Source: an optimization exercise on an open RTL-to-GDS flow (aim: small area and a short achievable clock period). Production flows keep margins and buffers that such runs may drop. Power is estimated from default activity; no workload was simulated.

run 1:
Design ALU, start of the top module:
module ALU(clk,operand_a,operand_b,result,opcode,zero_flag);
    input clk;
    input [31:0] operand_a;
    input [31:0] operand_b;
    input [7:0] opcode;
    output reg [31:0] result;
    output reg zero_flag;
    wire valid = ~|opcode[7:3];
    wire [2:0] op = opcode[2:0];
    wire sub = op[0] | op[1];
    wire arith = valid & (op[2:1] == 2'b00);
    wire slt = valid & (op == 3'd6);
    wire kp = valid & ((op == 3'd0) | (op == 3'd3) | (op == 3'd5));
    wire kg = valid & ((op == 3'd1) | (op == 3'd2) | (op == 3'd3));
    wire k0 = valid & ((op == 3'd1) | (op == 3'd4));
    wire [31:0] t = operand_a ^ operand_b;
    wire [31:0] ab = operand_a & operand_b;
    wire [31:0] l = (t & {32{kp}}) | (ab & {32{kg}}) | (~t & ~ab & {32{k0}});
    wire [31:0] p = t ^ {32{sub}};
    wire [31:0] g = operand_a & ~p;
    wire g0c = g[0] | (p[0] & sub);
    wire G0_1 = g[1] | (p[1] & g0c);
    wire P0_1 = p[1] & p[0];
    wire G0_3 = g[3] | (p[3] & g[2]);
    wire P0_3 = p[3] & p[2];
    wire G0_5 = g[5] | (p[5] & g[4]);
    wire P0_5 = p[5] & p[4];
    wire G0_7 = g[7] | (p[7] & g[6]);
    wire P0_7 = p[7] & p[6];
    wire G0_9 = g[9] | (p[9] & g[8]);
    wire P0_9 = p[9] & p[8];
    wire G0_11 = g[11] | (p[11] & g[10]);
    wire P0_11 = p[11] & p[10];
    wire G0_13 = g[13] | (p[13] & g[12]);
    wire P0_13 = p[13] & p[12];
    wire G0_15 = g[15] | (p[15] & g[14]);
    wire P0_15 = p[15] & p[14];
    wire G0_17 = g[17] | (p[17] & g[16]);
    wire P0_17 = p[17] & p[16];
    wire G0_19 = g[19] | (p[19] & g[18]);
    wire P0_19 = p[19] & p[18];
    wire G0_21 = g[21] | (p[21] & g[20]);
    wire P0_21 = p[21] & p[20];
    wire G0_23 = g[23] | (p[23] & g[22]);
    wire P0_23 = p[23] & p[22];
    wire G0_25 = g[25] | (p[25] & g[24]);
    wire P0_25 = p[25] & p[24];
    wire G0_27 = g[27] | (p[27] & g[26]);
    wire P0_27 = p[27] & p[26];
  ...
For scale: about 680 cells after synthesis, about 110 I/O pins.
clock: 5.0 ns
lec_check: 0
abc_area: 1
cap_margin: 20
core_margin: 2
core_utilization: 40
setup_slack_margin: 2.0
slew_margin: 20
standard.sh (not shown) runs the stock make flow with config.mk's settings and CLKGATE_MAP_FILE= SYNTH_SCRIPT=/design/flow/synth_recipe.tcl, a recipe that flattens the netlist after the stock synthesis.
==> flow/flow/run.sh <==
#!/bin/bash
# Standard ORFS layout, with two changes: Yosys's full/half-adder extraction is
# off (ADDER_MAP_FILE empty) so ABC maps the whole datapath, and the I/O port
# buffers use buf_1 instead of the cell buffer_ports picks by default.
set -euo pipefail
bash standard.sh ADDER_MAP_FILE= "BUFFER_PORTS_ARGS=-buffer_cell sky130_fd_sc_hd__buf_1" finish > standard_flow.log 2>&1
Run 1 finished every stage and its layout cleared the timing, design-rule and antenna checks.
> inputs changed (run 1 -> run 2)
Settings: SETUP_SLACK_MARGIN changed from 2.0 to 1.8.
Notes after the runs:
- Run 2: all stages complete, timing, DRC and antenna checks passed
- Compared to run 1, run 2 has transition time at the pin with the least slew margin 0.15 ns higher.
- The run showing the smaller sum of met2 wire segment lengths after detailed routing is run 2.
- In the final design statistics, run 2 uses fewer standard cells in total than run 1.
- Cmp run 1 and run 2 / global-route usage / higher: run 1
- Part of the total power dissipated in combinational logic was lower in the run labelled run 2.
- Taking run 2 as 1.0, run 1 lands at 1.09 on routed wire length.
- Run 2: clock group share of total power higher than run 1
Inputs modified between run 2 and run 3:
Settings: changing SETUP_SLACK_MARGIN from 1.8 to 1.5.
### Flow results
- Run 3 vs. run 2: static leakage has decreased; met2 layer usage reported by global route has decreased; global-route usage has remained practically unchanged.
- Of run 2 and run 3, the run reporting the lower number of detailed-route iterations in the first pass was run 3.
- Part of the Yosys area used for sequential elements: run 2 vs run 3 identical
- Re final instance count without filler cells: run 2 and run 3 aren't equal, and the lower value belongs to run 3.
- Length of routed wiring on met1: run 3 > run 2
- Total power of run 2 is on par with run 3.
- Reported for run 2 and run 3, final-report setup violation count turned out identical to the last digit.
- Taking run 2 as the reference, in run 3 total detailed-routing wirelength went down by 69 um, setup slack fell by 0.17 ns.
> inputs changed (run 3 -> run 4)
Settings: swapping 1.5 for 2.3 in SETUP_SLACK_MARGIN.
Results
- Run 4 against run 3: pre-CTS setup slack -0.017 ns, setup slack +0.19 ns, share of final-layout standard cells stronger than drive strength 1 +18 points.
- Of the two values seen for start point of the critical path, opcode[7] was produced by run 3 and opcode[1] by run 4.
- Sort run 4 and run 3 by cell area reported after detailed placement asc -> top: run 3
- On run 4: detailed-route wire length is 23% higher than what run 3 gave.
No run of this note included a check of the RTL's function; only the layout flow was run.

The RTL this note starts from:
==> flow/design.v <==
module ALU(clk,operand_a,operand_b,result,opcode,zero_flag);
    input clk;
    input [31:0] operand_a;
    input [31:0] operand_b;
    input [7:0] opcode;
    output reg [31:0] result;
    output reg zero_flag;
    wire valid = ~|opcode[7:3];
    wire [2:0] op = opcode[2:0];
    wire sub = (op == 3'd1) | (op == 3'd6);
    wire [31:0] bx = operand_b ^ {32{sub}};
    wire [31:0] p = operand_a ^ bx;
    wire [31:0] g = operand_a & bx;
    wire g0c = g[0] | (p[0] & sub);
    wire G0_1 = g[1] | (p[1] & g0c);
    wire P0_1 = p[1] & p[0];
    wire G0_3 = g[3] | (p[3] & g[2]);
    wire P0_3 = p[3] & p[2];
    wire G0_5 = g[5] | (p[5] & g[4]);
    wire P0_5 = p[5] & p[4];
    wire G0_7 = g[7] | (p[7] & g[6]);
    wire P0_7 = p[7] & p[6];
    wire G0_9 = g[9] | (p[9] & g[8]);
    wire P0_9 = p[9] & p[8];
    wire G0_11 = g[11] | (p[11] & g[10]);
    wire P0_11 = p[11] & p[10];
    wire G0_13 = g[13] | (p[13] & g[12]);
    wire P0_13 = p[13] & p[12];
    wire G0_15 = g[15] | (p[15] & g[14]);
    wire P0_15 = p[15] & p[14];
    wire G0_17 = g[17] | (p[17] & g[16]);
    wire P0_17 = p[17] & p[16];
    wire G0_19 = g[19] | (p[19] & g[18]);
    wire P0_19 = p[19] & p[18];
    wire G0_21 = g[21] | (p[21] & g[20]);
    wire P0_21 = p[21] & p[20];
    wire G0_23 = g[23] | (p[23] & g[22]);
    wire P0_23 = p[23] & p[22];
    wire G0_25 = g[25] | (p[25] & g[24]);
    wire P0_25 = p[25] & p[24];
    wire G0_27 = g[27] | (p[27] & g[26]);
    wire P0_27 = p[27] & p[26];
    wire G0_29 = g[29] | (p[29] & g[28]);
    wire P0_29 = p[29] & p[28];
    wire G0_31 = g[31] | (p[31] & g[30]);
    wire P0_31 = p[31] & p[30];
    wire G1_3 = G0_3 | (P0_3 & G0_1);
    wire P1_3 = P0_3 & P0_1;
    wire G1_5 = G0_5 | (P0_5 & G1_3);
    wire P1_5 = P0_5 & P1_3;
    wire G1_7 = G0_7 | (P0_7 & G1_5);
    wire P1_7 = P0_7 & P1_5;
    wire G1_9 = G0_9 | (P0_9 & G1_7);
    wire P1_9 = P0_9 & P1_7;
    wire G1_11 = G0_11 | (P0_11 & G1_9);
    wire P1_11 = P0_11 & P1_9;
    wire G1_13 = G0_13 | (P0_13 & G1_11);
    wire P1_13 = P0_13 & P1_11;
    wire G1_15 = G0_15 | (P0_15 & G1_13);
    wire P1_15 = P0_15 & P1_13;
    wire G1_17 = G0_17 | (P0_17 & G1_15);
    wire P1_17 = P0_17 & P1_15;
    wire G1_19 = G0_19 | (P0_19 & G1_17);
    wire P1_19 = P0_19 & P1_17;
    wire G1_21 = G0_21 | (P0_21 & G1_19);
    wire P1_21 = P0_21 & P1_19;
    wire G1_23 = G0_23 | (P0_23 & G1_21);
    wire P1_23 = P0_23 & P1_21;
    wire G1_25 = G0_25 | (P0_25 & G1_23);
    wire P1_25 = P0_25 & P1_23;
    wire G1_27 = G0_27 | (P0_27 & G1_25);
    wire P1_27 = P0_27 & P1_25;
    wire G1_29 = G0_29 | (P0_29 & G1_27);
    wire P1_29 = P0_29 & P1_27;
    wire G1_31 = G0_31 | (P0_31 & G1_29);
    wire P1_31 = P0_31 & P1_29;
    wire G2_5 = G1_5 | (P1_5 & G0_1);
    wire P2_5 = P1_5 & P0_1;
    wire G2_7 = G1_7 | (P1_7 & G1_3);
    wire P2_7 = P1_7 & P1_3;
    wire G2_9 = G1_9 | (P1_9 & G2_5);
    wire P2_9 = P1_9 & P2_5;
    wire G2_11 = G1_11 | (P1_11 & G2_7);
    wire P2_11 = P1_11 & P2_7;
    wire G2_13 = G1_13 | (P1_13 & G2_9);
    wire P2_13 = P1_13 & P2_9;
    wire G2_15 = G1_15 | (P1_15 & G2_11);
    wire P2_15 = P1_15 & P2_11;
    wire G2_17 = G1_17 | (P1_17 & G2_13);
    wire P2_17 = P1_17 & P2_13;
    wire G2_19 = G1_19 | (P1_19 & G2_15);
    wire P2_19 = P1_19 & P2_15;
    wire G2_21 = G1_21 | (P1_21 & G2_17);
    wire P2_21 = P1_21 & P2_17;
    wire G2_23 = G1_23 | (P1_23 & G2_19);
    wire P2_23 = P1_23 & P2_19;
    wire G2_25 = G1_25 | (P1_25 & G2_21);
    wire P2_25 = P1_25 & P2_21;
    wire G2_27 = G1_27 | (P1_27 & G2_23);
    wire P2_27 = P1_27 & P2_23;
    wire G2_29 = G1_29 | (P1_29 & G2_25);
    wire P2_29 = P1_29 & P2_25;
    wire G2_31 = G1_31 | (P1_31 & G2_27);
    wire P2_31 = P1_31 & P2_27;
    wire G3_9 = G2_9 | (P2_9 & G0_1);
    wire P3_9 = P2_9 & P0_1;
    wire G3_11 = G2_11 | (P2_11 & G1_3);
    wire P3_11 = P2_11 & P1_3;
    wire G3_13 = G2_13 | (P2_13 & G2_5);
    wire P3_13 = P2_13 & P2_5;
    wire G3_15 = G2_15 | (P2_15 & G2_7);
    wire P3_15 = P2_15 & P2_7;
    wire G3_17 = G2_17 | (P2_17 & G3_9);
    wire P3_17 = P2_17 & P3_9;
    wire G3_19 = G2_19 | (P2_19 & G3_11);
    wire P3_19 = P2_19 & P3_11;
    wire G3_21 = G2_21 | (P2_21 & G3_13);
    wire P3_21 = P2_21 & P3_13;
    wire G3_23 = G2_23 | (P2_23 & G3_15);
    wire P3_23 = P2_23 & P3_15;
    wire G3_25 = G2_25 | (P2_25 & G3_17);
    wire P3_25 = P2_25 & P3_17;
    wire G3_27 = G2_27 | (P2_27 & G3_19);
    wire P3_27 = P2_27 & P3_19;
    wire G3_29 = G2_29 | (P2_29 & G3_21);
    wire P3_29 = P2_29 & P3_21;
    wire G3_31 = G2_31 | (P2_31 & G3_23);
    wire P3_31 = P2_31 & P3_23;
    wire G4_17 = G3_17 | (P3_17 & G0_1);
    wire P4_17 = P3_17 & P0_1;
    wire G4_19 = G3_19 | (P3_19 & G1_3);
    wire P4_19 = P3_19 & P1_3;
    wire G4_21 = G3_21 | (P3_21 & G2_5);
    wire P4_21 = P3_21 & P2_5;
    wire G4_23 = G3_23 | (P3_23 & G2_7);
    wire P4_23 = P3_23 & P2_7;
    wire G4_25 = G3_25 | (P3_25 & G3_9);
    wire P4_25 = P3_25 & P3_9;
    wire G4_27 = G3_27 | (P3_27 & G3_11);
    wire P4_27 = P3_27 & P3_11;
    wire G4_29 = G3_29 | (P3_29 & G3_13);
    wire P4_29 = P3_29 & P3_13;
    wire G4_31 = G3_31 | (P3_31 & G3_15);
    wire P4_31 = P3_31 & P3_15;
    wire G5_2 = g[2] | (p[2] & G0_1);
    wire P5_2 = p[2] & P0_1;
    wire G5_4 = g[4] | (p[4] & G1_3);
    wire P5_4 = p[4] & P1_3;
    wire G5_6 = g[6] | (p[6] & G2_5);
    wire P5_6 = p[6] & P2_5;
    wire G5_8 = g[8] | (p[8] & G2_7);
    wire P5_8 = p[8] & P2_7;
    wire G5_10 = g[10] | (p[10] & G3_9);
    wire P5_10 = p[10] & P3_9;
    wire G5_12 = g[12] | (p[12] & G3_11);
    wire P5_12 = p[12] & P3_11;
    wire G5_14 = g[14] | (p[14] & G3_13);
    wire P5_14 = p[14] & P3_13;
    wire G5_16 = g[16] | (p[16] & G3_15);
    wire P5_16 = p[16] & P3_15;
    wire G5_18 = g[18] | (p[18] & G4_17);
    wire P5_18 = p[18] & P4_17;
    wire G5_20 = g[20] | (p[20] & G4_19);
    wire P5_20 = p[20] & P4_19;
    wire G5_22 = g[22] | (p[22] & G4_21);
    wire P5_22 = p[22] & P4_21;
    wire G5_24 = g[24] | (p[24] & G4_23);
    wire P5_24 = p[24] & P4_23;
    wire G5_26 = g[26] | (p[26] & G4_25);
    wire P5_26 = p[26] & P4_25;
    wire G5_28 = g[28] | (p[28] & G4_27);
    wire P5_28 = p[28] & P4_27;
    wire G5_30 = g[30] | (p[30] & G4_29);
    wire P5_30 = p[30] & P4_29;
    wire [32:0] c;
    assign c[0] = sub;
    assign c[1] = g0c;
    assign c[2] = G0_1;
    assign c[3] = G5_2;
    assign c[4] = G1_3;
    assign c[5] = G5_4;
    assign c[6] = G2_5;
    assign c[7] = G5_6;
    assign c[8] = G2_7;
    assign c[9] = G5_8;
    assign c[10] = G3_9;
    assign c[11] = G5_10;
    assign c[12] = G3_11;
    assign c[13] = G5_12;
    assign c[14] = G3_13;
    assign c[15] = G5_14;
    assign c[16] = G3_15;
    assign c[17] = G5_16;
    assign c[18] = G4_17;
    assign c[19] = G5_18;
    assign c[20] = G4_19;
    assign c[21] = G5_20;
    assign c[22] = G4_21;
    assign c[23] = G5_22;
    assign c[24] = G4_23;
    assign c[25] = G5_24;
    assign c[26] = G4_25;
    assign c[27] = G5_26;
    assign c[28] = G4_27;
    assign c[29] = G5_28;
    assign c[30] = G4_29;
    assign c[31] = G5_30;
    assign c[32] = G4_31;
    wire [31:0] sum = p ^ c[31:0];
    wire lt = ~c[32];
    reg [31:0] r;
    always @* begin
        case (op)
            3'd0, 3'd1: r = sum;
            3'd2: r = g;
            3'd3: r = g | p;
            3'd4: r = ~(g | p);
            3'd5: r = p;
            3'd6: r = {1'b0, {31{lt}}};
            default: r = 32'b0;
        endcase
    end
    always @(posedge clk) begin
        result <= valid ? r : 32'b0;
        zero_flag <= ~|result;
    end
endmodule
Settings: LEC_CHECK=0, ABC_AREA=0, CAP_MARGIN=20, CORE_MARGIN=2, CORE_UTILIZATION=40, SLEW_MARGIN=20; clock period 5.0 ns.
Scripts as last shown in full above: flow/flow/run.sh
==> next run, changes <==
Settings changed: ABC_AREA 0 to 1.
What happened:
- fmax came out lower slightly
- wire length came out lower by well over a third
- area after synthesis came out lower by well over a third
- die area came out lower by well over a third
- count of clock-buffer cells in the layout does not change
- combinational power came out lower by well over a third
- hold slack loses 0.022 ns
- cell area came out lower by well over a third
No functional check of the RTL was part of any run of this note.

==> re-timing with driven ports <==
No port has a modelled driver above. Below, the same layouts with a new extraction and two added sets of constraints. Step 1 sets driving cells, clkbuf_16 on the clock port and buf_2 on the other inputs (assumed; they add their load-dependent delay and slew). Step 2 adds t to the input delays and takes it off the output delays; t is the mean of the earliest and latest rising clock arrival at the registers after step 1. Input paths then give back, and output paths get back, about the clock's delay inside the block. a / b / c = ideal ports / drivers / drivers and shift; a / b = the first two.
| run | t (ns) | slack for setup (ns) | latest minus earliest clock arrival (ns) |
|---|---|---|---|
| run 1 | 0.319 | 2.061 / 2.057 / 1.738 | 0.008 / 0.008 |
| run 2 | 0.317 | 2.014 / 2.021 / 1.704 | 0.008 / 0.007 |
| run 3 | 0.316 | 1.845 / 1.852 / 1.537 | 0.006 / 0.007 |
| run 4 | 0.326 | 2.034 / 2.025 / 1.700 | 0.004 / 0.005 |
| the first run of note 2 | 0.310 | 0.549 / 0.564 / 0.254 | 0.009 / 0.009 |
| the second run of note 2 | 0.307 | 0.476 / 0.477 / 0.170 | 0.008 / 0.008 |
After both steps setup and hold are still met in every run listed. The setup slack of run 4, which loses most, moves by -0.009 ns with the drivers and by -0.334 ns with both steps.
